What follows belongs to an exercise in optimizing a design on an open flow for small area and a short achievable clock period; a production flow would make more cautious choices. In this exercise RTL edits were held to simulation tests only and were not proved equivalent to the original. Power and IR drop assume default switching activity.

### flow/design.v
module alu16bit (
  input clk,
  input reset,
  input [2:0] operation,
  input [15:0] operand_A,
  input [15:0] operand_B,
  output reg [31:0] result,
  output reg carry_flag,
  output reg zero_flag
);
  wire [15:0] a = operand_A;
  wire [15:0] b = operand_B;
  wire is_add = ~reset & (operation == 3'd0);
  wire is_sub = ~reset & (operation == 3'd1);
  wire is_mul = ~reset & (operation == 3'd2);
  wire [15:0] m = is_mul ? b : {15'd0, is_add | is_sub};
  reg [15:0] cv;
  always @(*) begin
    if (reset) cv = 16'd0;
    else
    case (operation)
      3'd0: cv = b;
      3'd1: cv = ~b;
      3'd3: cv = a & b;
      3'd4: cv = a | b;
      3'd5: cv = ~(a & b);
      3'd6: cv = ~(a | b);
      3'd7: cv = a ^ b;
      default: cv = 16'd0;
    endcase
  end
  wire cin = is_sub;
  wire [15:0] cvn;
  wire t00 = ~(is_sub | (~reset & (operation == 3'd5 || operation == 3'd6)));
  wire t01 = ~(is_add | (~reset & (operation == 3'd4 || operation == 3'd5 || operation == 3'd7)));
  wire t10 = ~(is_sub | (~reset & (operation == 3'd4 || operation == 3'd5 || operation == 3'd7)));
  wire t11 = ~(is_add | (~reset & (operation == 3'd3 || operation == 3'd4)));
  genvar cb;
  generate for (cb = 0; cb < 16; cb = cb + 1) begin : g_cv
    cvbit ucv (a[cb], b[cb], t00, t01, t10, t11, cvn[cb]);
  end endgenerate
  wire is_sub_n = ~is_sub;
  wire [15:0] an = ~a;
  wire [15:0] mn = ~m;
  wire p1;
  nor2 up1 (an[0], mn[0], p1);
  wire p2;
  nor2 up2 (an[1], mn[0], p2);
  wire p3;
  nor2 up3 (an[2], mn[0], p3);
  wire p4;
  nor2 up4 (an[3], mn[0], p4);
  wire p5;
  nor2 up5 (an[4], mn[0], p5);
  wire p6;
  nor2 up6 (an[5], mn[0], p6);
  wire p7;
  nor2 up7 (an[6], mn[0], p7);
  wire p8;
  nor2 up8 (an[7], mn[0], p8);
  wire p9;
  nor2 up9 (an[8], mn[0], p9);
  wire p10;
  nor2 up10 (an[9], mn[0], p10);
  wire p11;
  nor2 up11 (an[10], mn[0], p11);
  wire p12;
  nor2 up12 (an[11], mn[0], p12);
  wire p13;
  nor2 up13 (an[12], mn[0], p13);
  wire p14;
  nor2 up14 (an[13], mn[0], p14);
  wire p15;
  nor2 up15 (an[14], mn[0], p15);
  wire p16;
  nor2 up16 (an[15], mn[0], p16);
  wire p17;
  o21ai up17 (an[0], mn[1], cvn[1], p17);
  wire p18;
  o21ai up18 (an[1], mn[1], cvn[2], p18);
  wire p19;
  o21ai up19 (an[2], mn[1], cvn[3], p19);
  wire p20;
  o21ai up20 (an[3], mn[1], cvn[4], p20);
  wire p21;
  o21ai up21 (an[4], mn[1], cvn[5], p21);
  wire p22;
  o21ai up22 (an[5], mn[1], cvn[6], p22);
  wire p23;
  o21ai up23 (an[6], mn[1], cvn[7], p23);
  wire p24;
  o21ai up24 (an[7], mn[1], cvn[8], p24);
  wire p25;
  o21ai up25 (an[8], mn[1], cvn[9], p25);
  wire p26;
  o21ai up26 (an[9], mn[1], cvn[10], p26);
  wire p27;
  o21ai up27 (an[10], mn[1], cvn[11], p27);
  wire p28;
  o21ai up28 (an[11], mn[1], cvn[12], p28);
  wire p29;
  o21ai up29 (an[12], mn[1], cvn[13], p29);
  wire p30;
  o21ai up30 (an[13], mn[1], cvn[14], p30);
  wire p31;
  o21ai up31 (an[14], mn[1], cvn[15], p31);
  wire p32;
  nor2 up32 (an[15], mn[1], p32);
  wire p33;
  nor2 up33 (an[0], mn[2], p33);
  wire p34;
  nor2 up34 (an[1], mn[2], p34);
  wire p35;
  nor2 up35 (an[2], mn[2], p35);
  wire p36;
  nor2 up36 (an[3], mn[2], p36);
  wire p37;
  nor2 up37 (an[4], mn[2], p37);
  wire p38;
  nor2 up38 (an[5], mn[2], p38);
  wire p39;
  nor2 up39 (an[6], mn[2], p39);
  wire p40;
  nor2 up40 (an[7], mn[2], p40);
  wire p41;
  nor2 up41 (an[8], mn[2], p41);
  wire p42;
  nor2 up42 (an[9], mn[2], p42);
  wire p43;
  nor2 up43 (an[10], mn[2], p43);
  wire p44;
  nor2 up44 (an[11], mn[2], p44);
  wire p45;
  nor2 up45 (an[12], mn[2], p45);
  wire p46;
  nor2 up46 (an[13], mn[2], p46);
  wire p47;
  nor2 up47 (an[14], mn[2], p47);
  wire p48;
  nor2 up48 (an[15], mn[2], p48);
  wire p49;
  nor2 up49 (an[0], mn[3], p49);
  wire p50;
  nor2 up50 (an[1], mn[3], p50);
  wire p51;
  nor2 up51 (an[2], mn[3], p51);
  wire p52;
  nor2 up52 (an[3], mn[3], p52);
  wire p53;
  nor2 up53 (an[4], mn[3], p53);
  wire p54;
  nor2 up54 (an[5], mn[3], p54);
  wire p55;
  nor2 up55 (an[6], mn[3], p55);
  wire p56;
  nor2 up56 (an[7], mn[3], p56);
  wire p57;
  nor2 up57 (an[8], mn[3], p57);
  wire p58;
  nor2 up58 (an[9], mn[3], p58);
  wire p59;
  nor2 up59 (an[10], mn[3], p59);
  wire p60;
  nor2 up60 (an[11], mn[3], p60);
  wire p61;
  nor2 up61 (an[12], mn[3], p61);
  wire p62;
  nor2 up62 (an[13], mn[3], p62);
  wire p63;
  nor2 up63 (an[14], mn[3], p63);
  wire p64;
  nor2 up64 (an[15], mn[3], p64);
  wire p65;
  nor2 up65 (an[0], mn[4], p65);
  wire p66;
  nor2 up66 (an[1], mn[4], p66);
  wire p67;
  nor2 up67 (an[2], mn[4], p67);
  wire p68;
  nor2 up68 (an[3], mn[4], p68);
  wire p69;
  nor2 up69 (an[4], mn[4], p69);
  wire p70;
  nor2 up70 (an[5], mn[4], p70);
  wire p71;
  nor2 up71 (an[6], mn[4], p71);
  wire p72;
  nor2 up72 (an[7], mn[4], p72);
  wire p73;
  nor2 up73 (an[8], mn[4], p73);
  wire p74;
  nor2 up74 (an[9], mn[4], p74);
  wire p75;
  nor2 up75 (an[10], mn[4], p75);
  wire p76;
  nor2 up76 (an[11], mn[4], p76);
  wire p77;
  nor2 up77 (an[12], mn[4], p77);
  wire p78;
  nor2 up78 (an[13], mn[4], p78);
  wire p79;
  nor2 up79 (an[14], mn[4], p79);
  wire p80;
  nor2 up80 (an[15], mn[4], p80);
  wire p81;
  nor2 up81 (an[0], mn[5], p81);
  wire p82;
  nor2 up82 (an[1], mn[5], p82);
  wire p83;
  nor2 up83 (an[2], mn[5], p83);
  wire p84;
  nor2 up84 (an[3], mn[5], p84);
  wire p85;
  nor2 up85 (an[4], mn[5], p85);
  wire p86;
  nor2 up86 (an[5], mn[5], p86);
  wire p87;
  nor2 up87 (an[6], mn[5], p87);
  wire p88;
  nor2 up88 (an[7], mn[5], p88);
  wire p89;
  nor2 up89 (an[8], mn[5], p89);
  wire p90;
  nor2 up90 (an[9], mn[5], p90);
  wire p91;
  nor2 up91 (an[10], mn[5], p91);
  wire p92;
  nor2 up92 (an[11], mn[5], p92);
  wire p93;
  nor2 up93 (an[12], mn[5], p93);
  wire p94;
  nor2 up94 (an[13], mn[5], p94);
  wire p95;
  nor2 up95 (an[14], mn[5], p95);
  wire p96;
  nor2 up96 (an[15], mn[5], p96);
  wire p97;
  nor2 up97 (an[0], mn[6], p97);
  wire p98;
  nor2 up98 (an[1], mn[6], p98);
  wire p99;
  nor2 up99 (an[2], mn[6], p99);
  wire p100;
  nor2 up100 (an[3], mn[6], p100);
  wire p101;
  nor2 up101 (an[4], mn[6], p101);
  wire p102;
  nor2 up102 (an[5], mn[6], p102);
  wire p103;
  nor2 up103 (an[6], mn[6], p103);
  wire p104;
  nor2 up104 (an[7], mn[6], p104);
  wire p105;
  nor2 up105 (an[8], mn[6], p105);
  wire p106;
  nor2 up106 (an[9], mn[6], p106);
  wire p107;
  nor2 up107 (an[10], mn[6], p107);
  wire p108;
  nor2 up108 (an[11], mn[6], p108);
  wire p109;
  nor2 up109 (an[12], mn[6], p109);
  wire p110;
  nor2 up110 (an[13], mn[6], p110);
  wire p111;
  nor2 up111 (an[14], mn[6], p111);
  wire p112;
  nor2 up112 (an[15], mn[6], p112);
  wire p113;
  nor2 up113 (an[0], mn[7], p113);
  wire p114;
  nor2 up114 (an[1], mn[7], p114);
  wire p115;
  nor2 up115 (an[2], mn[7], p115);
  wire p116;
  nor2 up116 (an[3], mn[7], p116);
  wire p117;
  nor2 up117 (an[4], mn[7], p117);
  wire p118;
  nor2 up118 (an[5], mn[7], p118);
  wire p119;
  nor2 up119 (an[6], mn[7], p119);
  wire p120;
  nor2 up120 (an[7], mn[7], p120);
  wire p121;
  nor2 up121 (an[8], mn[7], p121);
  wire p122;
  nor2 up122 (an[9], mn[7], p122);
  wire p123;
  nor2 up123 (an[10], mn[7], p123);
  wire p124;
  nor2 up124 (an[11], mn[7], p124);
  wire p125;
  nor2 up125 (an[12], mn[7], p125);
  wire p126;
  nor2 up126 (an[13], mn[7], p126);
  wire p127;
  nor2 up127 (an[14], mn[7], p127);
  wire p128;
  nor2 up128 (an[15], mn[7], p128);
  wire p129;
  nor2 up129 (an[0], mn[8], p129);
  wire p130;
  nor2 up130 (an[1], mn[8], p130);
  wire p131;
  nor2 up131 (an[2], mn[8], p131);
  wire p132;
  nor2 up132 (an[3], mn[8], p132);
  wire p133;
  nor2 up133 (an[4], mn[8], p133);
  wire p134;
  nor2 up134 (an[5], mn[8], p134);
  wire p135;
  nor2 up135 (an[6], mn[8], p135);
  wire p136;
  nor2 up136 (an[7], mn[8], p136);
  wire p137;
  nor2 up137 (an[8], mn[8], p137);
  wire p138;
  nor2 up138 (an[9], mn[8], p138);
  wire p139;
  nor2 up139 (an[10], mn[8], p139);
  wire p140;
  nor2 up140 (an[11], mn[8], p140);
  wire p141;
  nor2 up141 (an[12], mn[8], p141);
  wire p142;
  nor2 up142 (an[13], mn[8], p142);
  wire p143;
  nor2 up143 (an[14], mn[8], p143);
  wire p144;
  nor2 up144 (an[15], mn[8], p144);
  wire p145;
  nor2 up145 (an[0], mn[9], p145);
  wire p146;
  nor2 up146 (an[1], mn[9], p146);
  wire p147;
  nor2 up147 (an[2], mn[9], p147);
  wire p148;
  nor2 up148 (an[3], mn[9], p148);
  wire p149;
  nor2 up149 (an[4], mn[9], p149);
  wire p150;
  nor2 up150 (an[5], mn[9], p150);
  wire p151;
  nor2 up151 (an[6], mn[9], p151);
  wire p152;
  nor2 up152 (an[7], mn[9], p152);
  wire p153;
  nor2 up153 (an[8], mn[9], p153);
  wire p154;
  nor2 up154 (an[9], mn[9], p154);
  wire p155;
  nor2 up155 (an[10], mn[9], p155);
  wire p156;
  nor2 up156 (an[11], mn[9], p156);
  wire p157;
  nor2 up157 (an[12], mn[9], p157);
  wire p158;
  nor2 up158 (an[13], mn[9], p158);
  wire p159;
  nor2 up159 (an[14], mn[9], p159);
  wire p160;
  nor2 up160 (an[15], mn[9], p160);
  wire p161;
  nor2 up161 (an[0], mn[10], p161);
  wire p162;
  nor2 up162 (an[1], mn[10], p162);
  wire p163;
  nor2 up163 (an[2], mn[10], p163);
  wire p164;
  nor2 up164 (an[3], mn[10], p164);
  wire p165;
  nor2 up165 (an[4], mn[10], p165);
  wire p166;
  nor2 up166 (an[5], mn[10], p166);
  wire p167;
  nor2 up167 (an[6], mn[10], p167);
  wire p168;
  nor2 up168 (an[7], mn[10], p168);
  wire p169;
  nor2 up169 (an[8], mn[10], p169);
  wire p170;
  nor2 up170 (an[9], mn[10], p170);
  wire p171;
  nor2 up171 (an[10], mn[10], p171);
  wire p172;
  nor2 up172 (an[11], mn[10], p172);
  wire p173;
  nor2 up173 (an[12], mn[10], p173);
  wire p174;
  nor2 up174 (an[13], mn[10], p174);
  wire p175;
  nor2 up175 (an[14], mn[10], p175);
  wire p176;
  nor2 up176 (an[15], mn[10], p176);
  wire p177;
  nor2 up177 (an[0], mn[11], p177);
  wire p178;
  nor2 up178 (an[1], mn[11], p178);
  wire p179;
  nor2 up179 (an[2], mn[11], p179);
  wire p180;
  nor2 up180 (an[3], mn[11], p180);
  wire p181;
  nor2 up181 (an[4], mn[11], p181);
  wire p182;
  nor2 up182 (an[5], mn[11], p182);
  wire p183;
  nor2 up183 (an[6], mn[11], p183);
  wire p184;
  nor2 up184 (an[7], mn[11], p184);
  wire p185;
  nor2 up185 (an[8], mn[11], p185);
  wire p186;
  nor2 up186 (an[9], mn[11], p186);
  wire p187;
  nor2 up187 (an[10], mn[11], p187);
  wire p188;
  nor2 up188 (an[11], mn[11], p188);
  wire p189;
  nor2 up189 (an[12], mn[11], p189);
  wire p190;
  nor2 up190 (an[13], mn[11], p190);
  wire p191;
  nor2 up191 (an[14], mn[11], p191);
  wire p192;
  nor2 up192 (an[15], mn[11], p192);
  wire p193;
  nor2 up193 (an[0], mn[12], p193);
  wire p194;
  nor2 up194 (an[1], mn[12], p194);
  wire p195;
  nor2 up195 (an[2], mn[12], p195);
  wire p196;
  nor2 up196 (an[3], mn[12], p196);
  wire p197;
  nor2 up197 (an[4], mn[12], p197);
  wire p198;
  nor2 up198 (an[5], mn[12], p198);
  wire p199;
  nor2 up199 (an[6], mn[12], p199);
  wire p200;
  nor2 up200 (an[7], mn[12], p200);
  wire p201;
  nor2 up201 (an[8], mn[12], p201);
  wire p202;
  nor2 up202 (an[9], mn[12], p202);
  wire p203;
  nor2 up203 (an[10], mn[12], p203);
  wire p204;
  nor2 up204 (an[11], mn[12], p204);
  wire p205;
  nor2 up205 (an[12], mn[12], p205);
  wire p206;
  nor2 up206 (an[13], mn[12], p206);
  wire p207;
  nor2 up207 (an[14], mn[12], p207);
  wire p208;
  nor2 up208 (an[15], mn[12], p208);
  wire p209;
  nor2 up209 (an[0], mn[13], p209);
  wire p210;
  nor2 up210 (an[1], mn[13], p210);
  wire p211;
  nor2 up211 (an[2], mn[13], p211);
  wire p212;
  nor2 up212 (an[3], mn[13], p212);
  wire p213;
  nor2 up213 (an[4], mn[13], p213);
  wire p214;
  nor2 up214 (an[5], mn[13], p214);
  wire p215;
  nor2 up215 (an[6], mn[13], p215);
  wire p216;
  nor2 up216 (an[7], mn[13], p216);
  wire p217;
  nor2 up217 (an[8], mn[13], p217);
  wire p218;
  nor2 up218 (an[9], mn[13], p218);
  wire p219;
  nor2 up219 (an[10], mn[13], p219);
  wire p220;
  nor2 up220 (an[11], mn[13], p220);
  wire p221;
  nor2 up221 (an[12], mn[13], p221);
  wire p222;
  nor2 up222 (an[13], mn[13], p222);
  wire p223;
  nor2 up223 (an[14], mn[13], p223);
  wire p224;
  nor2 up224 (an[15], mn[13], p224);
  wire p225;
  nor2 up225 (an[0], mn[14], p225);
  wire p226;
  nor2 up226 (an[1], mn[14], p226);
  wire p227;
  nor2 up227 (an[2], mn[14], p227);
  wire p228;
  nor2 up228 (an[3], mn[14], p228);
  wire p229;
  nor2 up229 (an[4], mn[14], p229);
  wire p230;
  nor2 up230 (an[5], mn[14], p230);
  wire p231;
  nor2 up231 (an[6], mn[14], p231);
  wire p232;
  nor2 up232 (an[7], mn[14], p232);
  wire p233;
  nor2 up233 (an[8], mn[14], p233);
  wire p234;
  nor2 up234 (an[9], mn[14], p234);
  wire p235;
  nor2 up235 (an[10], mn[14], p235);
  wire p236;
  nor2 up236 (an[11], mn[14], p236);
  wire p237;
  nor2 up237 (an[12], mn[14], p237);
  wire p238;
  nor2 up238 (an[13], mn[14], p238);
  wire p239;
  nor2 up239 (an[14], mn[14], p239);
  wire p240;
  nor2 up240 (an[15], mn[14], p240);
  wire p241;
  nor2 up241 (an[0], mn[15], p241);
  wire p242;
  o21ai up242 (an[1], mn[15], is_sub_n, p242);
  wire p243;
  o21ai up243 (an[2], mn[15], is_sub_n, p243);
  wire p244;
  o21ai up244 (an[3], mn[15], is_sub_n, p244);
  wire p245;
  o21ai up245 (an[4], mn[15], is_sub_n, p245);
  wire p246;
  o21ai up246 (an[5], mn[15], is_sub_n, p246);
  wire p247;
  o21ai up247 (an[6], mn[15], is_sub_n, p247);
  wire p248;
  o21ai up248 (an[7], mn[15], is_sub_n, p248);
  wire p249;
  o21ai up249 (an[8], mn[15], is_sub_n, p249);
  wire p250;
  o21ai up250 (an[9], mn[15], is_sub_n, p250);
  wire p251;
  o21ai up251 (an[10], mn[15], is_sub_n, p251);
  wire p252;
  o21ai up252 (an[11], mn[15], is_sub_n, p252);
  wire p253;
  o21ai up253 (an[12], mn[15], is_sub_n, p253);
  wire p254;
  o21ai up254 (an[13], mn[15], is_sub_n, p254);
  wire p255;
  o21ai up255 (an[14], mn[15], is_sub_n, p255);
  wire p256;
  o21ai up256 (an[15], mn[15], is_sub_n, p256);
  wire n257, n258;
  ha un257 (p14, p44, n257, n258);
  wire n259, n260;
  fa un259 (p15, p45, p60, n259, n260);
  wire n261, n262;
  ha un261 (p75, p90, n261, n262);
  wire n263, n264;
  fa un263 (p16, p46, p61, n263, n264);
  wire n265, n266;
  fa un265 (p76, p91, p106, n265, n266);
  wire n267, n268;
  ha un267 (p121, p136, n267, n268);
  wire n269, n270;
  fa un269 (p32, p47, p62, n269, n270);
  wire n271, n272;
  fa un271 (p77, p92, p107, n271, n272);
  wire n273, n274;
  ha un273 (p122, p137, n273, n274);
  wire n275, n276;
  fa un275 (p48, p63, p78, n275, n276);
  wire n277, n278;
  fa un277 (p93, p108, p123, n277, n278);
  wire n279, n280;
  fa un279 (p64, p79, p94, n279, n280);
  wire n281, n282;
  ha un281 (p10, p40, n281, n282);
  wire n283, n284;
  fa un283 (p11, p41, p56, n283, n284);
  wire n285, n286;
  ha un285 (p71, p86, n285, n286);
  wire n287, n288;
  fa un287 (p12, p42, p57, n287, n288);
  wire n289, n290;
  fa un289 (p72, p87, p102, n289, n290);
  wire n291, n292;
  ha un291 (p117, p132, n291, n292);
  wire n293, n294;
  fa un293 (p13, p43, p58, n293, n294);
  wire n295, n296;
  fa un295 (p73, p88, p103, n295, n296);
  wire n297, n298;
  fa un297 (p118, p133, p148, n297, n298);
  wire n299, n300;
  ha un299 (p163, p178, n299, n300);
  wire n301, n302;
  fa un301 (p59, p74, p89, n301, n302);
  wire n303, n304;
  fa un303 (p104, p119, p134, n303, n304);
  wire n305, n306;
  fa un305 (p149, p164, p179, n305, n306);
  wire n307, n308;
  fa un307 (p194, p209, p29, n307, n308);
  wire n309, n310;
  fa un309 (p105, p120, p135, n309, n310);
  wire n311, n312;
  fa un311 (p150, p165, p180, n311, n312);
  wire n313, n314;
  fa un313 (p195, p210, p225, n313, n314);
  wire n315, n316;
  fa un315 (p30, n258, n261, n315, n316);
  wire n317, n318;
  fa un317 (p151, p166, p181, n317, n318);
  wire n319, n320;
  fa un319 (p196, p211, p226, n319, n320);
  wire n321, n322;
  fa un321 (p241, p31, n262, n321, n322);
  wire n323, n324;
  fa un323 (n267, n260, n263, n323, n324);
  wire n325, n326;
  fa un325 (p152, p167, p182, n325, n326);
  wire n327, n328;
  fa un327 (p197, p212, p227, n327, n328);
  wire n329, n330;
  fa un329 (p242, n268, n273, n329, n330);
  wire n331, n332;
  fa un331 (n264, n266, n269, n331, n332);
  wire n333, n334;
  fa un333 (p138, p153, p168, n333, n334);
  wire n335, n336;
  fa un335 (p183, p198, p213, n335, n336);
  wire n337, n338;
  fa un337 (p228, p243, n274, n337, n338);
  wire n339, n340;
  fa un339 (n270, n272, n275, n339, n340);
  wire n341, n342;
  fa un341 (p109, p124, p139, n341, n342);
  wire n343, n344;
  fa un343 (p154, p169, p184, n343, n344);
  wire n345, n346;
  fa un345 (p199, p214, p229, n345, n346);
  wire n347, n348;
  fa un347 (p244, n276, n278, n347, n348);
  wire n349, n350;
  fa un349 (p80, p95, p110, n349, n350);
  wire n351, n352;
  fa un351 (p125, p140, p155, n351, n352);
  wire n353, n354;
  fa un353 (p170, p185, p200, n353, n354);
  wire n355, n356;
  fa un355 (p215, p230, p245, n355, n356);
  wire n357, n358;
  fa un357 (p96, p111, p126, n357, n358);
  wire n359, n360;
  fa un359 (p141, p156, p171, n359, n360);
  wire n361, n362;
  fa un361 (p186, p201, p216, n361, n362);
  wire n363, n364;
  fa un363 (p112, p127, p142, n363, n364);
  wire n365, n366;
  fa un365 (p157, p172, p187, n365, n366);
  wire n367, n368;
  fa un367 (p128, p143, p158, n367, n368);
  wire n369, n370;
  ha un369 (p7, p37, n369, n370);
  wire n371, n372;
  fa un371 (p8, p38, p53, n371, n372);
  wire n373, n374;
  ha un373 (p68, p83, n373, n374);
  wire n375, n376;
  fa un375 (p9, p39, p54, n375, n376);
  wire n377, n378;
  fa un377 (p69, p84, p99, n377, n378);
  wire n379, n380;
  ha un379 (p114, p129, n379, n380);
  wire n381, n382;
  fa un381 (p55, p70, p85, n381, n382);
  wire n383, n384;
  fa un383 (p100, p115, p130, n383, n384);
  wire n385, n386;
  fa un385 (p145, p25, n281, n385, n386);
  wire n387, n388;
  fa un387 (p101, p116, p131, n387, n388);
  wire n389, n390;
  fa un389 (p146, p161, p26, n389, n390);
  wire n391, n392;
  fa un391 (n282, n285, n283, n391, n392);
  wire n393, n394;
  fa un393 (p147, p162, p177, n393, n394);
  wire n395, n396;
  fa un395 (p27, n286, n291, n395, n396);
  wire n397, n398;
  fa un397 (n284, n287, n289, n397, n398);
  wire n399, n400;
  fa un399 (p193, p28, n292, n399, n400);
  wire n401, n402;
  fa un401 (n299, n288, n290, n401, n402);
  wire n403, n404;
  fa un403 (n293, n295, n297, n403, n404);
  wire n405, n406;
  fa un405 (n300, n257, n294, n405, n406);
  wire n407, n408;
  fa un407 (n296, n298, n301, n407, n408);
  wire n409, n410;
  fa un409 (n303, n305, n307, n409, n410);
  wire n411, n412;
  fa un411 (n302, n304, n306, n411, n412);
  wire n413, n414;
  fa un413 (n308, n259, n309, n413, n414);
  wire n415, n416;
  fa un415 (n311, n313, n315, n415, n416);
  wire n417, n418;
  fa un417 (n310, n312, n314, n417, n418);
  wire n419, n420;
  fa un419 (n265, n317, n319, n419, n420);
  wire n421, n422;
  fa un421 (n316, n321, n323, n421, n422);
  wire n423, n424;
  fa un423 (n318, n320, n271, n423, n424);
  wire n425, n426;
  fa un425 (n325, n327, n322, n425, n426);
  wire n427, n428;
  fa un427 (n329, n324, n331, n427, n428);
  wire n429, n430;
  fa un429 (n326, n328, n277, n429, n430);
  wire n431, n432;
  fa un431 (n333, n335, n330, n431, n432);
  wire n433, n434;
  fa un433 (n337, n332, n339, n433, n434);
  wire n435, n436;
  fa un435 (n334, n336, n279, n435, n436);
  wire n437, n438;
  fa un437 (n341, n343, n345, n437, n438);
  wire n439, n440;
  fa un439 (n338, n340, n347, n439, n440);
  wire n441, n442;
  fa un441 (n342, n344, n346, n441, n442);
  wire n443, n444;
  fa un443 (n280, n349, n351, n443, n444);
  wire n445, n446;
  fa un445 (n353, n355, n348, n445, n446);
  wire n447, n448;
  fa un447 (p231, p246, n350, n447, n448);
  wire n449, n450;
  fa un449 (n352, n354, n356, n449, n450);
  wire n451, n452;
  fa un451 (n357, n359, n361, n451, n452);
  wire n453, n454;
  fa un453 (p202, p217, p232, n453, n454);
  wire n455, n456;
  fa un455 (p247, n358, n360, n455, n456);
  wire n457, n458;
  fa un457 (n362, n363, n365, n457, n458);
  wire n459, n460;
  fa un459 (p173, p188, p203, n459, n460);
  wire n461, n462;
  fa un461 (p218, p233, p248, n461, n462);
  wire n463, n464;
  fa un463 (n364, n366, n367, n463, n464);
  wire n465, n466;
  fa un465 (p144, p159, p174, n465, n466);
  wire n467, n468;
  fa un467 (p189, p204, p219, n467, n468);
  wire n469, n470;
  fa un469 (p234, p249, n368, n469, n470);
  wire n471, n472;
  fa un471 (p160, p175, p190, n471, n472);
  wire n473, n474;
  fa un473 (p205, p220, p235, n473, n474);
  wire n475, n476;
  fa un475 (p176, p191, p206, n475, n476);
  wire n477, n478;
  ha un477 (p5, p35, n477, n478);
  wire n479, n480;
  fa un479 (p6, p36, p51, n479, n480);
  wire n481, n482;
  ha un481 (p66, p81, n481, n482);
  wire n483, n484;
  fa un483 (p52, p67, p82, n483, n484);
  wire n485, n486;
  fa un485 (p97, p22, n369, n485, n486);
  wire n487, n488;
  fa un487 (p98, p113, p23, n487, n488);
  wire n489, n490;
  fa un489 (n370, n373, n371, n489, n490);
  wire n491, n492;
  fa un491 (p24, n374, n379, n491, n492);
  wire n493, n494;
  fa un493 (n372, n375, n377, n493, n494);
  wire n495, n496;
  fa un495 (n380, n376, n378, n495, n496);
  wire n497, n498;
  fa un497 (n381, n383, n385, n497, n498);
  wire n499, n500;
  fa un499 (n382, n384, n387, n499, n500);
  wire n501, n502;
  fa un501 (n389, n386, n391, n501, n502);
  wire n503, n504;
  fa un503 (n388, n390, n393, n503, n504);
  wire n505, n506;
  fa un505 (n395, n392, n397, n505, n506);
  wire n507, n508;
  fa un507 (n394, n396, n399, n507, n508);
  wire n509, n510;
  fa un509 (n398, n401, n403, n509, n510);
  wire n511, n512;
  fa un511 (n400, n402, n404, n511, n512);
  wire n513, n514;
  fa un513 (n405, n407, n409, n513, n514);
  wire n515, n516;
  fa un515 (n406, n408, n411, n515, n516);
  wire n517, n518;
  fa un517 (n410, n413, n415, n517, n518);
  wire n519, n520;
  fa un519 (n412, n414, n417, n519, n520);
  wire n521, n522;
  fa un521 (n419, n416, n421, n521, n522);
  wire n523, n524;
  fa un523 (n418, n420, n423, n523, n524);
  wire n525, n526;
  fa un525 (n425, n422, n427, n525, n526);
  wire n527, n528;
  fa un527 (n424, n429, n426, n527, n528);
  wire n529, n530;
  fa un529 (n431, n428, n433, n529, n530);
  wire n531, n532;
  fa un531 (n430, n435, n437, n531, n532);
  wire n533, n534;
  fa un533 (n432, n434, n439, n533, n534);
  wire n535, n536;
  fa un535 (n436, n438, n441, n535, n536);
  wire n537, n538;
  fa un537 (n443, n445, n440, n537, n538);
  wire n539, n540;
  fa un539 (n442, n444, n447, n539, n540);
  wire n541, n542;
  fa un541 (n449, n451, n446, n541, n542);
  wire n543, n544;
  fa un543 (n453, n448, n450, n543, n544);
  wire n545, n546;
  fa un545 (n452, n455, n457, n545, n546);
  wire n547, n548;
  fa un547 (n454, n459, n461, n547, n548);
  wire n549, n550;
  fa un549 (n456, n458, n463, n549, n550);
  wire n551, n552;
  fa un551 (n460, n462, n465, n551, n552);
  wire n553, n554;
  fa un553 (n467, n464, n469, n553, n554);
  wire n555, n556;
  fa un555 (p250, n466, n468, n555, n556);
  wire n557, n558;
  fa un557 (n471, n473, n470, n557, n558);
  wire n559, n560;
  fa un559 (p221, p236, p251, n559, n560);
  wire n561, n562;
  fa un561 (n472, n474, n475, n561, n562);
  wire n563, n564;
  fa un563 (p192, p207, p222, n563, n564);
  wire n565, n566;
  fa un565 (p237, p252, n476, n565, n566);
  wire n567, n568;
  fa un567 (p208, p223, p238, n567, n568);
  wire n569, n570;
  ha un569 (p4, p34, n569, n570);
  wire n571, n572;
  fa un571 (p50, p65, p20, n571, n572);
  wire n573, n574;
  fa un573 (p21, n478, n481, n573, n574);
  wire n575, n576;
  fa un575 (n482, n480, n483, n575, n576);
  wire n577, n578;
  fa un577 (n484, n487, n486, n577, n578);
  wire n579, n580;
  fa un579 (n488, n491, n490, n579, n580);
  wire n581, n582;
  fa un581 (n492, n494, n495, n581, n582);
  wire n583, n584;
  fa un583 (n496, n499, n498, n583, n584);
  wire n585, n586;
  fa un585 (n500, n503, n502, n585, n586);
  wire n587, n588;
  fa un587 (n504, n507, n506, n587, n588);
  wire n589, n590;
  fa un589 (n508, n510, n511, n589, n590);
  wire n591, n592;
  fa un591 (n512, n515, n514, n591, n592);
  wire n593, n594;
  fa un593 (n516, n519, n518, n593, n594);
  wire n595, n596;
  fa un595 (n520, n523, n522, n595, n596);
  wire n597, n598;
  fa un597 (n524, n527, n526, n597, n598);
  wire n599, n600;
  fa un599 (n528, n531, n533, n599, n600);
  wire n601, n602;
  fa un601 (n532, n535, n534, n601, n602);
  wire n603, n604;
  fa un603 (n536, n539, n538, n603, n604);
  wire n605, n606;
  fa un605 (n540, n543, n545, n605, n606);
  wire n607, n608;
  fa un607 (n547, n544, n546, n607, n608);
  wire n609, n610;
  fa un609 (n548, n551, n550, n609, n610);
  wire n611, n612;
  fa un611 (n552, n555, n557, n611, n612);
  wire n613, n614;
  fa un613 (n559, n556, n561, n613, n614);
  wire n615, n616;
  fa un615 (n560, n563, n562, n615, n616);
  wire n617, n618;
  fa un617 (p253, n564, n567, n617, n618);
  wire n619, n620;
  fa un619 (p224, p239, p254, n619, n620);
  wire n621, n622;
  ha un621 (p3, p33, n621, n622);
  wire n623, n624;
  fa un623 (p49, p19, n569, n623, n624);
  wire n625, n626;
  fa un625 (n570, n477, n571, n625, n626);
  wire n627, n628;
  fa un627 (n572, n479, n573, n627, n628);
  wire n629, n630;
  fa un629 (n574, n485, n575, n629, n630);
  wire n631, n632;
  fa un631 (n576, n489, n577, n631, n632);
  wire n633, n634;
  fa un633 (n493, n578, n579, n633, n634);
  wire n635, n636;
  fa un635 (n497, n580, n581, n635, n636);
  wire n637, n638;
  fa un637 (n582, n501, n583, n637, n638);
  wire n639, n640;
  fa un639 (n505, n584, n585, n639, n640);
  wire n641, n642;
  fa un641 (n509, n586, n587, n641, n642);
  wire n643, n644;
  fa un643 (n513, n588, n589, n643, n644);
  wire n645, n646;
  fa un645 (n517, n590, n591, n645, n646);
  wire n647, n648;
  fa un647 (n592, n521, n593, n647, n648);
  wire n649, n650;
  fa un649 (n525, n594, n595, n649, n650);
  wire n651, n652;
  fa un651 (n529, n596, n597, n651, n652);
  wire n653, n654;
  fa un653 (n530, n598, n599, n653, n654);
  wire n655, n656;
  fa un655 (n537, n600, n601, n655, n656);
  wire n657, n658;
  fa un657 (n541, n602, n603, n657, n658);
  wire n659, n660;
  fa un659 (n542, n605, n604, n659, n660);
  wire n661, n662;
  fa un661 (n549, n607, n606, n661, n662);
  wire n663, n664;
  fa un663 (n553, n608, n609, n663, n664);
  wire n665, n666;
  fa un665 (n554, n610, n611, n665, n666);
  wire n667, n668;
  fa un667 (n558, n613, n612, n667, n668);
  wire n669, n670;
  fa un669 (n565, n614, n615, n669, n670);
  wire n671, n672;
  fa un671 (n566, n617, n616, n671, n672);
  wire n673, n674;
  fa un673 (n568, n619, n618, n673, n674);
  wire n675, n676;
  fa un675 (p240, p255, n620, n675, n676);
  wire n677, n678;
  fa un677 (cin, p1, cv[0], n677, n678);
  wire n679, n680;
  fa un679 (p2, p17, n678, n679, n680);
  wire n681, n682;
  fa un681 (p18, n621, n680, n681, n682);
  wire n683, n684;
  fa un683 (n622, n623, n682, n683, n684);
  wire n685, n686;
  fa un685 (n624, n625, n684, n685, n686);
  wire n687, n688;
  fa un687 (n626, n627, n686, n687, n688);
  wire n689, n690;
  ha un689 (n628, n629, n689, n690);
  wire n691, n692;
  ha un691 (n630, n631, n691, n692);
  wire n693, n694;
  ha un693 (n632, n633, n693, n694);
  wire n695, n696;
  ha un695 (n634, n635, n695, n696);
  wire n697, n698;
  ha un697 (n636, n637, n697, n698);
  wire n699, n700;
  ha un699 (n638, n639, n699, n700);
  wire n701, n702;
  ha un701 (n640, n641, n701, n702);
  wire n703, n704;
  ha un703 (n642, n643, n703, n704);
  wire n705, n706;
  ha un705 (n644, n645, n705, n706);
  wire n707, n708;
  ha un707 (n646, n647, n707, n708);
  wire n709, n710;
  ha un709 (n648, n649, n709, n710);
  wire n711, n712;
  ha un711 (n650, n651, n711, n712);
  wire n713, n714;
  ha un713 (n652, n653, n713, n714);
  wire n715, n716;
  ha un715 (n654, n655, n715, n716);
  wire n717, n718;
  ha un717 (n656, n657, n717, n718);
  wire n719, n720;
  ha un719 (n658, n659, n719, n720);
  wire n721, n722;
  ha un721 (n660, n661, n721, n722);
  wire n723, n724;
  ha un723 (n662, n663, n723, n724);
  wire n725, n726;
  ha un725 (n664, n665, n725, n726);
  wire n727, n728;
  ha un727 (n666, n667, n727, n728);
  wire n729, n730;
  ha un729 (n668, n669, n729, n730);
  wire n731, n732;
  ha un731 (n670, n671, n731, n732);
  wire n733, n734;
  ha un733 (n672, n673, n733, n734);
  wire n735, n736;
  ha un735 (n674, n675, n735, n736);
  wire n737, n738;
  ha un737 (n676, p256, n737, n738);
  wire n739;
  aoi21 un739 (n689, n688, n690, n739);
  wire n740;
  aoi21 un740 (n693, n692, n694, n740);
  wire n741;
  nand2 un741 (n693, n691, n741);
  wire n742;
  aoi21 un742 (n697, n696, n698, n742);
  wire n743;
  nand2 un743 (n697, n695, n743);
  wire n744;
  aoi21 un744 (n701, n700, n702, n744);
  wire n745;
  nand2 un745 (n701, n699, n745);
  wire n746;
  aoi21 un746 (n705, n704, n706, n746);
  wire n747;
  nand2 un747 (n705, n703, n747);
  wire n748;
  aoi21 un748 (n709, n708, n710, n748);
  wire n749;
  nand2 un749 (n709, n707, n749);
  wire n750;
  aoi21 un750 (n713, n712, n714, n750);
  wire n751;
  nand2 un751 (n713, n711, n751);
  wire n752;
  aoi21 un752 (n717, n716, n718, n752);
  wire n753;
  nand2 un753 (n717, n715, n753);
  wire n754;
  aoi21 un754 (n721, n720, n722, n754);
  wire n755;
  nand2 un755 (n721, n719, n755);
  wire n756;
  aoi21 un756 (n725, n724, n726, n756);
  wire n757;
  nand2 un757 (n725, n723, n757);
  wire n758;
  aoi21 un758 (n729, n728, n730, n758);
  wire n759;
  nand2 un759 (n729, n727, n759);
  wire n760;
  aoi21 un760 (n733, n732, n734, n760);
  wire n761;
  nand2 un761 (n733, n731, n761);
  wire n762;
  aoi21 un762 (n737, n736, n738, n762);
  wire n763;
  nand2 un763 (n737, n735, n763);
  wire n764;
  oai21 un764 (n741, n739, n740, n764);
  wire n765;
  oai21 un765 (n745, n742, n744, n765);
  wire n766;
  nor2 un766 (n745, n743, n766);
  wire n767;
  oai21 un767 (n749, n746, n748, n767);
  wire n768;
  nor2 un768 (n749, n747, n768);
  wire n769;
  oai21 un769 (n753, n750, n752, n769);
  wire n770;
  nor2 un770 (n753, n751, n770);
  wire n771;
  oai21 un771 (n757, n754, n756, n771);
  wire n772;
  nor2 un772 (n757, n755, n772);
  wire n773;
  oai21 un773 (n761, n758, n760, n773);
  wire n774;
  nor2 un774 (n761, n759, n774);
  wire n775;
  aoi21 un775 (n766, n764, n765, n775);
  wire n776;
  aoi21 un776 (n770, n767, n769, n776);
  wire n777;
  nand2 un777 (n770, n768, n777);
  wire n778;
  aoi21 un778 (n774, n771, n773, n778);
  wire n779;
  nand2 un779 (n774, n772, n779);
  wire n780;
  oai21 un780 (n777, n775, n776, n780);
  wire n781;
  inv1 un781 (n778, n781);
  wire n782;
  inv1 un782 (n779, n782);
  wire n783;
  aoi21 un783 (n782, n780, n781, n783);
  wire n784;
  inv1 un784 (n775, n784);
  wire n785;
  aoi21 un785 (n768, n784, n767, n785);
  wire n786;
  aoi21 un786 (n772, n780, n771, n786);
  wire n787;
  inv1 un787 (n742, n787);
  wire n788;
  inv1 un788 (n743, n788);
  wire n789;
  aoi21 un789 (n788, n764, n787, n789);
  wire n790;
  oai21 un790 (n747, n775, n746, n790);
  wire n791;
  oai21 un791 (n751, n785, n750, n791);
  wire n792;
  inv1 un792 (n754, n792);
  wire n793;
  inv1 un793 (n755, n793);
  wire n794;
  aoi21 un794 (n793, n780, n792, n794);
  wire n795;
  oai21 un795 (n759, n786, n758, n795);
  wire n796;
  oai21 un796 (n763, n783, n762, n796);
  wire n797;
  inv1 un797 (n692, n797);
  wire n798;
  inv1 un798 (n691, n798);
  wire n799;
  oai21 un799 (n798, n739, n797, n799);
  wire n800;
  aoi21 un800 (n695, n764, n696, n800);
  wire n801;
  inv1 un801 (n700, n801);
  wire n802;
  inv1 un802 (n699, n802);
  wire n803;
  oai21 un803 (n802, n789, n801, n803);
  wire n804;
  inv1 un804 (n704, n804);
  wire n805;
  inv1 un805 (n703, n805);
  wire n806;
  oai21 un806 (n805, n775, n804, n806);
  wire n807;
  aoi21 un807 (n707, n790, n708, n807);
  wire n808;
  inv1 un808 (n712, n808);
  wire n809;
  inv1 un809 (n711, n809);
  wire n810;
  oai21 un810 (n809, n785, n808, n810);
  wire n811;
  aoi21 un811 (n715, n791, n716, n811);
  wire n812;
  aoi21 un812 (n719, n780, n720, n812);
  wire n813;
  inv1 un813 (n724, n813);
  wire n814;
  inv1 un814 (n723, n814);
  wire n815;
  oai21 un815 (n814, n794, n813, n815);
  wire n816;
  inv1 un816 (n728, n816);
  wire n817;
  inv1 un817 (n727, n817);
  wire n818;
  oai21 un818 (n817, n786, n816, n818);
  wire n819;
  aoi21 un819 (n731, n795, n732, n819);
  wire n820;
  inv1 un820 (n736, n820);
  wire n821;
  inv1 un821 (n735, n821);
  wire n822;
  oai21 un822 (n821, n783, n820, n822);
  wire n823;
  aoi21 un823 (is_sub, n796, 1'b0, n823);
  wire n824;
  xor2 un824 (n689, n688, n824);
  wire n825;
  xnor2 un825 (n691, n739, n825);
  wire n826;
  xor2 un826 (n693, n799, n826);
  wire n827;
  xor2 un827 (n695, n764, n827);
  wire n828;
  xnor2 un828 (n697, n800, n828);
  wire n829;
  xnor2 un829 (n699, n789, n829);
  wire n830;
  xor2 un830 (n701, n803, n830);
  wire n831;
  xnor2 un831 (n703, n775, n831);
  wire n832;
  xor2 un832 (n705, n806, n832);
  wire n833;
  xor2 un833 (n707, n790, n833);
  wire n834;
  xnor2 un834 (n709, n807, n834);
  wire n835;
  xnor2 un835 (n711, n785, n835);
  wire n836;
  xor2 un836 (n713, n810, n836);
  wire n837;
  xor2 un837 (n715, n791, n837);
  wire n838;
  xnor2 un838 (n717, n811, n838);
  wire n839;
  xor2 un839 (n719, n780, n839);
  wire n840;
  xnor2 un840 (n721, n812, n840);
  wire n841;
  xnor2 un841 (n723, n794, n841);
  wire n842;
  xor2 un842 (n725, n815, n842);
  wire n843;
  xnor2 un843 (n727, n786, n843);
  wire n844;
  xor2 un844 (n729, n818, n844);
  wire n845;
  xor2 un845 (n731, n795, n845);
  wire n846;
  xnor2 un846 (n733, n819, n846);
  wire n847;
  xnor2 un847 (n735, n783, n847);
  wire n848;
  xor2 un848 (n737, n822, n848);
  wire n849;
  xor2 un849 (is_sub, n796, n849);
  wire [31:0] s = {n849, n848, n847, n846, n845, n844, n843, n842, n841, n840, n839, n838, n837, n836, n835, n834, n833, n832, n831, n830, n829, n828, n827, n826, n825, n824, n687, n685, n683, n681, n679, n677};
  wire borrow = is_sub & s[16];
  wire zero_lo = (s[15:0] == 16'd0);
  wire zero_mul = (a == 16'd0) | (b == 16'd0);
  wire [31:0] r = s;
  wire z_e = ~reset & ~is_mul & ~(|s[11:0]);
  wire z_m = ~reset & is_mul & zero_mul;
  wire z_l1, z_l2, z;
  nor2 uz1 (s[15], s[14], z_l1);
  nor2 uz2 (s[13], s[12], z_l2);
  a31o uz3 (z_l1, z_l2, z_e, z_m, z);
  always @(posedge clk) begin
    result     <= r;
    carry_flag <= borrow;
    zero_flag  <= z;
  end
endmodule
module fa (input a, input b, input c, output s, output co);
  assign s = a ^ b ^ c;
  assign co = (a & b) | (a & c) | (b & c);
endmodule
module ha (input a, input b, output s, output co);
  assign s = a ^ b;
  assign co = a & b;
endmodule
module xor2 (input a, input b, output y);
  assign y = a ^ b;
endmodule
module xnor2 (input a, input b, output y);
  assign y = ~(a ^ b);
endmodule
module nand2 (input a, input b, output y);
  assign y = ~(a & b);
endmodule
module nor2 (input a, input b, output y);
  assign y = ~(a | b);
endmodule
module inv1 (input a, output y);
  assign y = ~a;
endmodule
module a31o (input a, input b, input c, input d, output y);
  assign y = (a & b & c) | d;
endmodule
module cvbit (input a, input b, input t00, input t01, input t10, input t11, output y);
  assign y = a ? (b ? t11 : t10) : (b ? t01 : t00);
endmodule
module aoi21 (input a, input b, input c, output y);
  assign y = ~((a & b) | c);
endmodule
module o21ai (input a, input b, input c, output y);
  assign y = ~((a | b) & c);
endmodule
module oai21 (input a, input b, input c, output y);
  assign y = ~((a | b) & c);
endmodule
### flow/flow/run.sh
#!/bin/bash
# The standard layout, with the port buffers made of plain buffers (sky130
# buf_1, which the resizer may upsize) instead of the delay-cell buffers that
# buffer_ports picks by default.
set -euo pipefail
export BUFFER_PORTS_ARGS="-buffer_cell sky130_fd_sc_hd__buf_1"
bash standard.sh > standard.log 2>&1
### flow/standard.sh
#!/bin/bash
# synth_recipe.tcl (not shown) runs the flow's synth.tcl, then flattens the netlist and writes it again
# the make line also repeats each setting of config.mk as NAME=value (left out here)
make -C /OpenROAD-flow-scripts/flow DESIGN_CONFIG=/design/flow/config.mk WORK_HOME=/design/flow/orfs CLKGATE_MAP_FILE= SYNTH_SCRIPT=/design/flow/synth_recipe.tcl "${@:-finish}"
### flow/config.mk
export PLATFORM = sky130hd
export DESIGN_NAME = alu16bit
export DESIGN_NICKNAME = alu16bit
export VERILOG_FILES = /design/flow/design.v
export SDC_FILE = /design/flow/constraint.sdc
export NUM_CORES = 4
export LEC_CHECK = 0
export ABC_AREA = 0
export CAP_MARGIN = 20
export CORE_MARGIN = 2
export CORE_UTILIZATION = 40
export GPL_TIMING_DRIVEN = 0
export SETUP_SLACK_MARGIN = 0.5
export SLEW_MARGIN = 20
export SYNTH_HIERARCHICAL = 1
export TNS_END_PERCENT = 0
### flow/constraint.sdc
create_clock -name core_clock -period 7.2 [get_ports {clk}]
set_input_delay 1.4400 -clock core_clock [delete_from_list [all_inputs] [get_ports {clk}]]
set_output_delay 1.4400 -clock core_clock [all_outputs]
set_load 0.01 [all_outputs]
==> impl_metrics.ini, run 1 <==
[status]
status = complete, no violations

[setup_path]
worstPathMaxFanout = 15
crit_chain = clkbuf_4 > and2b_2 > a21oi_1 > or2_4 > mux4_2 > o21ai_1 > fa_1 > fa_1 > fa_1 > fa_1 > fa_1 > ha_1 > a21oi_2 > o21ai_2 > a21oi_2 > o21ai_4 > buf_4 > a21oi_2 > o21ai_1 > xor2_1
worstSetupPathType = in -> reg
critPathCaptureType = register
slowest_stage = fa_1
slowest_delay_ns = 0.55
crit_path_start_kind = primary input
crit_top_cell = fa_1
cp_data_required_time_ns = 7.38
cp.arrival_ns = 6.67

[sta]
fin_crit_sh_pct = 90.2
relSlewSlack_pct = 46.3
drv_slew = 0
post-route-min-period_ns = 6.49
setup_violations = 0
worst_pin_slew_ns = 0.805
rsz0062_at_grt = no
hold_viol_final = 0
fmaxAchievable_mhz = 154

[power]
irDropWorstVdd_mv = 0.0761
power_w = 0.000848
p_leak_nw = 4.38
cellPowerDensity_mw_per_mm2 = 96.6

[yosys]
syn_avg_cell_area_um2 = 10.4
synthesis.nets = 1021
synth_edf_count = 0
syn_area_mm2 = 0.00772
ys_types = 32
syn_inst = 741
synth-simple-area-share_pct = 15.5
async_flop_share_pct = 0
synth-main-ff-cell = dfxtp_1
synth_warnings = 7
synth_xor_area_share_pct = 3.06
synth-seq-cells = 34
synth_compound_area_share_pct = 7.01
synth_adder_area_share_pct = 58.9
synth_top_family_by_area = adder cells
muxShareOfSynthArea_pct = 4.50
yosysSeqAreaShare_pct = 8.81

[finish]
layout_commonest_cell = nor2_1
nNetsFinal = 1105
diodes = 0
ff_latch_area_um2 = 681
drive_gt1_share_pct = 12.6
syn_to_final_growth_pct = 13.7
multi_input_area_mm2 = 0.00709
final_cell_mix = nor2_1, fa_1, buf_1, o21ai_1, ha_1
n_fill_cell = 1838
instances_no_fill = 1086

[clock_network]
numCtsBuffers = 5
cts.sinks = 34
path_clk_slew_ns = 0.06
cts_buffer_depth = 2
cts_max_level = 2
cts_tree = built
cts_root_buf = clkbuf_16

[route]
drt_first_iter_violations = 384
wire_per_inst_um = 19.9
drc_errors = 0
ant_nets = 0
viasPerCell = 5.58
dr.pass1.iters = 7
vias = 6065
wl_mm = 21.6

[floorplanning]
fp.dieH_um = 143
rows = 50
start_util_pct = 41.0
die_width_um = 143
io_pins = 71
fp.coreArea_mm2 = 0.0188
dieArea_mm2 = 0.0204

[grt]
grt_pass1_vias = 6403
grt_overflow_total = 0
grt_max_degree = 18
track_usage_pct = 22.4
grt_pass1_wl_mm = 34.7
grt_antenna_before_repair = 0

[place]
placed_cells = 1070
dp_hpwl_mm = 15.9
portBuffers = 69
globalplace.congestion = 0.858

[hold_path]
hp-class = in -> reg
hold_path_end = carry_flag$_DFF_P_
holdPathStages = 3
worstHoldStart = operation[0]

[flow_run]
drv_cap = 0
==> metal layers <==
metal  GRT usage, %  up-vias  share of wire, %
met5              0        -                 0
met3           3.39       43               7.1
li1               -     2575                 -
met1           30.9     3170                41
met4           7.76        0               2.8
met2           36.2      277                49
==> stage by stage <==
step	hold WS (ns)	area (um2)	setup TNS [ns]	util (%)	setup WS, ns
3_3_place_gp	1.83	8310	-2.42	44.1	-0.451
5_1_grt	1.64	8780	0	46.6	0.505
3_5_place_dp	1.82	8310	-2.06	44.1	-0.424
4_1_cts	1.62	8590	0	45.6	0.487
6_report	1.63	8780	0	46.6	0.709
2_1_floorplan	1.67	7730	0	-	0.544
==> where the power goes <==
group          internal (W)  total, W  switching, W
Clock              0.000128  0.000223     0.0000945
Sequential         0.000227  0.000235    0.00000813
Combinational      0.000146  0.000390      0.000244
==> modules after synthesis (local to each module, per instance), excerpt <==
module / cells inside / copies in the design / cell area [um2] / flip-flops and latches
aoi21: 1 / 26 / 8.76 / 0
inv1: 1 / 21 / 3.75 / 0
fa: 1 / 201 / 20.0 / 0
a31o: 1 / 1 / 8.76 / 0
o21ai: 1 / 30 / 5.00 / 0
alu16bit: 116 / 1 / 1150 / 34
nor2: 1 / 233 / 3.75 / 0
nand2: 1 / 14 / 3.75 / 0
xor2: 1 / 14 / 8.76 / 0
ha: 1 / 40 / 12.5 / 0
cvbit: 1 / 15 / 22.5 / 0
xnor2: 1 / 12 / 8.76 / 0
==> area by class of cell <==
cell class	count	area share, %
multi-input combinational	665	80.7
sequential	34	7.75
timing repair buffer	77	3.85
tap	260	3.70
inverter	39	1.75
clock buffer	5	1.42
buffer	3	0.527
clock inverter	3	0.242
==> repair_timing <==
| item | 4_1_cts | 5_1_grt |
|---|---|---|
| resized for setup | 27 | 40 |
| setup buffers | 3 | 5 |
| pin swaps | 2 | 4 |
| hold buffers | 0 | 0 |
| setup endpoints to repair | 16 | 12 |
==> synthesized netlist by cell type (3+ instances only) <==
cell	count	share of area (%)
dfxtp_1	34	8.8
xor2_1	14	1.6
nor2_1	237	12
nand2_1	32	1.6
fa_1	201	52
a21oi_2	26	2.9
o21ai_1	48	3.1
or2_2	3	0.24
xnor2_1	13	1.5
inv_1	39	1.9
mux4_2	15	4.4
nor4_1	11	0.89
ha_1	42	6.8
a21oi_1	3	0.19
==> cells by family (layout without fill, tap and decap cells) <==
logic type | after synthesis | in the layout
adder cells (fa/ha/maj) | 243 | 243
XOR/XNOR | 27 | 27
AO/OA/AOI/OAI | 85 | 85
multiplexers | 16 | 16
buffers and inverters | 42 | 127
AND/OR/NAND/NOR | 294 | 294
flip-flops | 34 | 34
==> critical path: cells and delay by family <==
| family | cells | cell delay, ns |
|---|---|---|
| buffers and inverters | 2 | 0.34 |
| adder cells (fa/ha/maj) | 6 | 2.65 |
| multiplexers | 1 | 0.48 |
| AND/OR/NAND/NOR | 2 | 0.56 |
| XOR/XNOR | 1 | 0.16 |
| AO/OA/AOI/OAI | 8 | 1.01 |
==> registers in the layout, summed over array words and instances (netlist names) <==
| name | cells |
|---|---|
| carry_flag | 1 |
| result | 32 |
| zero_flag | 1 |
==> how the worst max path moves through the flow <==
| stage | from | endpoint | depth (start not counted) |
|---|---|---|---|
| after floorplan | operation[0] | result[28]$_DFF_P_ | 20 |
| after global placement | operation[1] | result[28]$_DFF_P_ | 20 |
| after detailed placement | operation[1] | result[28]$_DFF_P_ | 20 |
| after CTS | operand_A[0] | zero_flag$_DFF_P_ | 20 |
| after global routing | operation[0] | result[24]$_DFF_P_ | 22 |
| final | operation[1] | result[24]$_DFF_P_ | 20 |
==> run 2, diff against run 1 <==
--- a/flow/config.mk
+++ b/flow/config.mk
@@ -13,4 +13,4 @@
 export SETUP_SLACK_MARGIN = 0.5
 export SLEW_MARGIN = 20
 export SYNTH_HIERARCHICAL = 1
-export TNS_END_PERCENT = 0
+export TNS_END_PERCENT = 50
==> impl_metrics.ini, run 2 <==
[setup_path]
worstPathMaxFanout = 15
worstSetupPathType = in -> reg
crit_path_start_kind = primary input
cp.arrival_ns = 6.67
cp_data_required_time_ns = 7.38
critPathCaptureType = register

[sta]
worst_pin_slew_ns = 0.805
rsz0062_at_grt = no
hold_viol_final = 0
fmaxAchievable_mhz = 154
setup_violations = 0
drv_slew = 0
fin_crit_sh_pct = 90.2
fin_setup_tns_ns = 0
relSlewSlack_pct = 46.3
post-route-min-period_ns = 6.49

[clock_network]
cts_root_buf = clkbuf_16
cts.sinks = 34
cts_tree = built
cts_buffer_depth = 2
numCtsBuffers = 5
cts_max_level = 2
hold_buffers = 0
path_clk_slew_ns = 0.06

[power]
cellPowerDensity_mw_per_mm2 = 96.6
irDropWorstVdd_mv = 0.0761
power_w = 0.000848
p_leak_nw = 4.38

[yosys]
synth_area_leaders = fa_1, nor2_1, dfxtp_1, ha_1, mux4_2
yosysTopAreaCell = fa_1
syn_inst = 741
async_flop_share_pct = 0
synth_edf_count = 0
yosysMostFrequentCell = nor2_1
synth-main-ff-cell = dfxtp_1
synth_common_cells = nor2_1, fa_1, o21ai_1
synth_warnings = 7
ys_types = 32
synth_top_area_share_pct = 52.1
synth-seq-cells = 34
syn_avg_cell_area_um2 = 10.4
synthesis.nets = 1021
yosysSeqAreaShare_pct = 8.81
syn_area_mm2 = 0.00772

[route]
vias = 6065
wl_mm = 21.6
drc_errors = 0
drt_first_iter_violations = 384
wire_per_inst_um = 19.9
dr.pass1.iters = 7
ant_nets = 0
viasPerCell = 5.58

[finish]
largest_register_ffs = 32
n_fill_cell = 1838
top_register = result
multi_input_area_mm2 = 0.00709
top_regs = result: 32 flops, carry_flag: 1 flops, zero_flag: 1 flops
syn_to_final_growth_pct = 13.7
final_cell_mix = nor2_1, fa_1, buf_1, o21ai_1, ha_1
diodes = 0
ff_latch_area_um2 = 681
layout_commonest_cell = nor2_1
drive_gt1_share_pct = 12.6
nNetsFinal = 1105

[floorplanning]
start_util_pct = 41.0
fp.dieH_um = 143
dieArea_mm2 = 0.0204
io_pins = 71
rows = 50
fp.coreArea_mm2 = 0.0188
die_width_um = 143

[place]
globalplace.congestion = 0.858
portBuffers = 69
dp_hpwl_mm = 15.9

[flow_run]
drv_cap = 0

[grt]
grt_max_degree = 18
track_usage_pct = 22.4
grt_pass1_wl_mm = 34.7
grt_antenna_before_repair = 0
grt_overflow_total = 0
grt_pass1_vias = 6403

[hold_path]
hp-class = in -> reg

[status]
status = complete, no violations
## run 2: cell counts after synthesis
No cell type changed its count.
## run 2: stage by stage
| stage | utilization (%) | instances | hold slack (ns) | area [um2] | setup WS [ns] |
|---|---|---|---|---|---|
| after floorplan | - | 741 | 1.67 | 7730 | 0.544 |
| after global placement | 44.1 | 1070 | 1.83 | 8310 | -0.451 |
| after detailed placement | 44.1 | 1070 | 1.82 | 8310 | -0.424 |
| after CTS | 45.6 | 1081 | 1.62 | 8590 | 0.487 |
| after global routing | 46.6 | 1086 | 1.64 | 8780 | 0.505 |
| final | 46.6 | 1086 | 1.63 | 8780 | 0.709 |
## run 2: per-module statistics from Yosys, one instance, submodules excluded, a selection
module    flops+latches  area, um2  cells
alu16bit             34       1150    116
cvbit                 0       22.5      1
fa                    0       20.0      1
ha                    0       12.5      1
aoi21                 0       8.76      1
a31o                  0       8.76      1
xor2                  0       8.76      1
oai21                 0       5.00      1
o21ai                 0       5.00      1
nor2                  0       3.75      1
nand2                 0       3.75      1
inv1                  0       3.75      1
## run 2: path summary, 6_finish.rpt
path | from | endpoint | slack [ns] | depth (start not counted)
setup / recovery | operation[1] | result[24]$_DFF_P_ | 0.71 | 20
hold / removal | operation[0] | carry_flag$_DFF_P_ | 1.63 | 3
## run 2: cells by family (layout without fill, tap and decap cells)
group | after synthesis | count (layout) | share of synthesized area [%]
AOI/OAI and AO/OA | 85 | 85 | 7.01
buffers and inverters | 42 | 127 | 2.25
adders and majority gates | 243 | 243 | 58.9
DFF | 34 | 34 | 8.81
xor gates and xnor gates | 27 | 27 | 3.06
and+or+nand+nor | 294 | 294 | 15.5
muxes | 16 | 16 | 4.50
## run 2: area by class of cell
type,instances,area share [%]
tap,260,3.70
inverter,39,1.75
buffer,3,0.527
sequential,34,7.75
multi-input combinational,665,80.7
clock inverter,3,0.242
clock buffer,5,1.42
timing repair buffer,77,3.85
## run 2: critical path, stage by stage
cell	delay (ns)
clkbuf_4	0.16
and2b_2	0.26
a21oi_1	0.05
or2_4	0.30
mux4_2	0.48
o21ai_1	0.11
fa_1	0.46
fa_1	0.48
fa_1	0.40
fa_1	0.55
fa_1	0.43
ha_1	0.33
a21oi_2	0.20
o21ai_2	0.11
a21oi_2	0.18
o21ai_4	0.11
buf_4	0.18
a21oi_2	0.15
o21ai_1	0.10
xor2_1	0.16
## run 2: timing repair
| action | CTS | global route |
|---|---|---|
| resized for setup | 27 | 40 |
| endpoints found under the hold margin | 0 | 0 |
| buffers inserted | 3 | 5 |
| setup endpoints to repair | 16 | 12 |
| pin swaps | 2 | 4 |
## run 2: routing by layer
metal  global-route usage (%)  routed length [um]  vias up
met5                        0                   0        -
li1                         -                   -     2575
met4                     7.76                 602        0
met1                     30.9                8900     3170
met3                     3.39                1530       43
met2                     36.2               10600      277
## run 2: power breakdown
| part | internal [W] | leakage, nW | switching [W] | total, W |
|---|---|---|---|---|
| combinational | 0.000146 | 4.02 | 0.000244 | 0.000390 |
| clock | 0.000128 | 0.0698 | 0.0000945 | 0.000223 |
| sequential | 0.000227 | 0.282 | 0.00000813 | 0.000235 |
==> run 3, diff against run 2 <==
--- a/flow/config.mk
+++ b/flow/config.mk
@@ -8,9 +8,8 @@
 export ABC_AREA = 0
 export CAP_MARGIN = 20
 export CORE_MARGIN = 2
-export CORE_UTILIZATION = 40
+export CORE_UTILIZATION = 55
 export GPL_TIMING_DRIVEN = 0
 export SETUP_SLACK_MARGIN = 0.5
 export SLEW_MARGIN = 20
 export SYNTH_HIERARCHICAL = 1
-export TNS_END_PERCENT = 50
==> impl_metrics.ini, run 3 <==
[sta]
relSlewSlack_pct = 47.2
setup_violations = 0
rsz0062_at_grt = yes
fin_hold_ws_ns = 1.62
post-route-min-period_ns = 6.53
worst_pin_slew_ns = 0.791
fin_crit_sh_pct = 90.7
drv_slew = 0
fin_setup_tns_ns = 0
finalWorstSetupSlack_ns = 0.670
fmaxAchievable_mhz = 153
hold_viol_final = 0

[yosys]
syn_area_mm2 = 0.00772
synth-main-ff-cell = dfxtp_1
syn_avg_cell_area_um2 = 10.4
syn_inst = 741
synthesis.nets = 1021
ys_types = 32
synth_area_leaders = fa_1, nor2_1, dfxtp_1, ha_1, mux4_2
async_flop_share_pct = 0
synth_warnings = 7
synth_top_area_share_pct = 52.1
yosysMostFrequentCell = nor2_1
yosysSeqAreaShare_pct = 8.81
synth-seq-cells = 34
yosysTopAreaCell = fa_1
synth_edf_count = 0
synth_common_cells = nor2_1, fa_1, o21ai_1

[floorplanning]
dieArea_mm2 = 0.0150
fp.coreArea_mm2 = 0.0138
io_pins = 71
rows = 43
fp.dieH_um = 123
die_width_um = 123
start_util_pct = 56.1

[clock_network]
cts_max_level = 2
cts_buffer_depth = 2
cts.sinks = 34
cts_tree = built
numCtsBuffers = 5
path_clk_slew_ns = 0.07
cts_root_buf = clkbuf_16
hold_buffers = 0

[route]
drt_first_iter_violations = 457
wl_mm = 21.9
dr.pass1.iters = 5
vias = 6011
viasPerCell = 5.95
drc_errors = 0
ant_nets = 0
wire_per_inst_um = 21.7

[power]
p_seq_share_pct = 26.6
cellPowerDensity_mw_per_mm2 = 100
p_leak_nw = 4.36
irDropWorstVdd_mv = 0.0742
clockPowerShare_pct = 26.5
p_sw_share_pct = 40.8
p_int_w = 0.000524
power.switching_w = 0.000362
power_frac_comb_pct = 46.9

[finish]
nNetsFinal = 1109
top_register = result
n_fill_cell = 1145
diodes = 0
fin_area_mm2 = 0.00884
final_cell_mix = nor2_1, fa_1, buf_1, o21ai_1, ha_1
syn_to_final_growth_pct = 14.4
largest_register_ffs = 32
layout_commonest_cell = nor2_1
top_regs = result: 32 flops, carry_flag: 1 flops, zero_flag: 1 flops
drive_gt1_share_pct = 14.2

[place]
dp_slack_ns = -0.523
globalplace.congestion = 0.985
dp_hpwl_mm = 16.5
place_area_mm2 = 0.00821
portBuffers = 69

[setup_path]
worstSetupPathType = in -> reg
crit_path_start_kind = primary input
cp_data_required_time_ns = 7.37
cp.arrival_ns = 6.70
worstPathMaxFanout = 15
critPathCaptureType = register

[status]
status = complete, no violations

[flow_run]
drv_cap = 0

[grt]
grt_overflow_total = 0
track_usage_pct = 31.1
grt_antenna_before_repair = 0
grt_pass1_vias = 6568
grt_max_degree = 18
grt_pass1_wl_mm = 34.8

[hold_path]
hp-class = in -> reg
[run 3: cell count changes in the layout (fill, tap and decap cells not counted), moves of 2 or more]
| cell | change |
|---|---|
| fa_1 | -2 |
| fa_2 | +2 |
| ha_1 | -3 |
| ha_4 | +3 |
| nand2_2 | +4 |
| nand2_4 | -7 |
| nand2_8 | +3 |
| nor2_1 | -4 |
| nor2_4 | +3 |
| o21ai_1 | -3 |
| o21ai_2 | +2 |
[run 3: what timing repair did]
item | in CTS | in global routing
pin swaps | 2 | 6
setup buffers | 3 | 8
resized for setup | 30 | 48
cloned | 0 | 1
setup endpoints to repair | 17 | 15
[run 3: worst max-delay path, cell delays in order]
cell and delay, ns:
buf_2 0.15, and2b_2 0.26, a21oi_1 0.07, or2_4 0.31, mux4_2 0.48, o21ai_2 0.11
fa_1 0.50, fa_1 0.47, fa_1 0.39, fa_1 0.51, fa_1 0.42, ha_1 0.34
a21oi_2 0.19, o21ai_2 0.14, a21oi_2 0.19, o21ai_4 0.12, buf_4 0.16, a21oi_4 0.16
o21ai_1 0.11, xor2_1 0.16
[run 3: logic make-up (layout without fill, tap and decap cells)]
| group | count (synthesis) | after routing | synth area share (%) |
|---|---|---|---|
| AOI/OAI and AO/OA | 85 | 85 | 7.01 |
| muxes | 16 | 16 | 4.50 |
| and+or+nand+nor | 294 | 294 | 15.5 |
| buffers and inverters | 42 | 131 | 2.25 |
| DFF | 34 | 34 | 8.81 |
| adders and majority gates | 243 | 243 | 58.9 |
| xor gates and xnor gates | 27 | 27 | 3.06 |
[run 3: layout make-up]
type	instances	area, um2	area share, %
flip-flops and latches	34	681	7.70
multi-input cells	665	7190	81.3
repair buffers	81	399	4.52
plain buffers	3	46.3	0.524
clock inverters	2	12.5	0.142
clock buffers	6	139	1.57
inverters	39	150	1.70
well taps	180	225	2.55
[run 3: power by group through the flow]
stage / Clock, W / Combinational [W] / Sequential, W
after global routing: 0.000250 / 0.000458 / 0.000240
after floorplan: 0 / 0.000234 / 0.000261
after global placement: 0 / 0.000373 / 0.000240
final: 0.000235 / 0.000415 / 0.000236
after detailed placement: 0 / 0.000382 / 0.000240
after CTS: 0.000245 / 0.000390 / 0.000236
[run 3: worst paths after layout]
check | start | cells past startpoint | to | slack, ns
max | operation[1] | 20 | result[31]$_DFF_P_ | 0.67
min | operation[0] | 3 | carry_flag$_DFF_P_ | 1.62
[run 3: through the flow]
stage                     power (W)  utilization [%]  std cells
final                      0.000885             64.2       1010
after global routing       0.000947             64.2       1010
after CTS                  0.000871             61.7       1001
after detailed placement   0.000622             59.6        990
after global placement     0.000613             59.6        990
after floorplan            0.000495                -        741
[run 3: Yosys stat by module (local to each module, per instance), excerpt]
module,copies in the design,cell area [um2]
a31o,1,8.76
aoi21,26,8.76
fa,201,20.0
ha,40,12.5
inv1,21,3.75
nand2,14,3.75
nor2,233,3.75
o21ai,30,5.00
xnor2,12,8.76
xor2,14,8.76
[run 3: metal layers]
layer / vias to the layer above / global-route usage [%] / share of wire (%)
met1: 3118 / 42.9 / 40
met3: 34 / 3.49 / 6.4
met4: 0 / 6.82 / 1.8
li1: 2578 / - / -
met5: - / 0 / 0
met2: 281 / 53.6 / 52

==> re-timing with driven ports <==
Ports are ideal in the flow. The routed layouts listed here were re-timed in OpenROAD. Step 1 assumes that a clkbuf_16 drives the clock port and a buf_2 every other input. Step 2 times the ports against the registers' clock, not the clock port: input delays grow and output delays shrink by t, the midpoint of the rising clock arrivals with the driver on. Three values: ideal ports, drivers, drivers and shift; two values: the first two.
| run | t (ns) | slack for setup (ns) | worst setup path at the end | clock arrival spread, ns | slew at the worst register clock pin (ns) |
|---|---|---|---|---|---|
| run 1 | 0.340 | 0.709 / 0.731 / 0.391 | input to register | 0.005 / 0.005 | 0.06 / 0.06 |
| run 2 | 0.340 | 0.709 / 0.731 / 0.391 | input to register | 0.005 / 0.005 | 0.06 / 0.06 |
| run 3 | 0.328 | 0.670 / 0.682 / 0.355 | input to register | 0.009 / 0.009 | 0.07 / 0.07 |
After both steps every run listed still meets setup and hold.
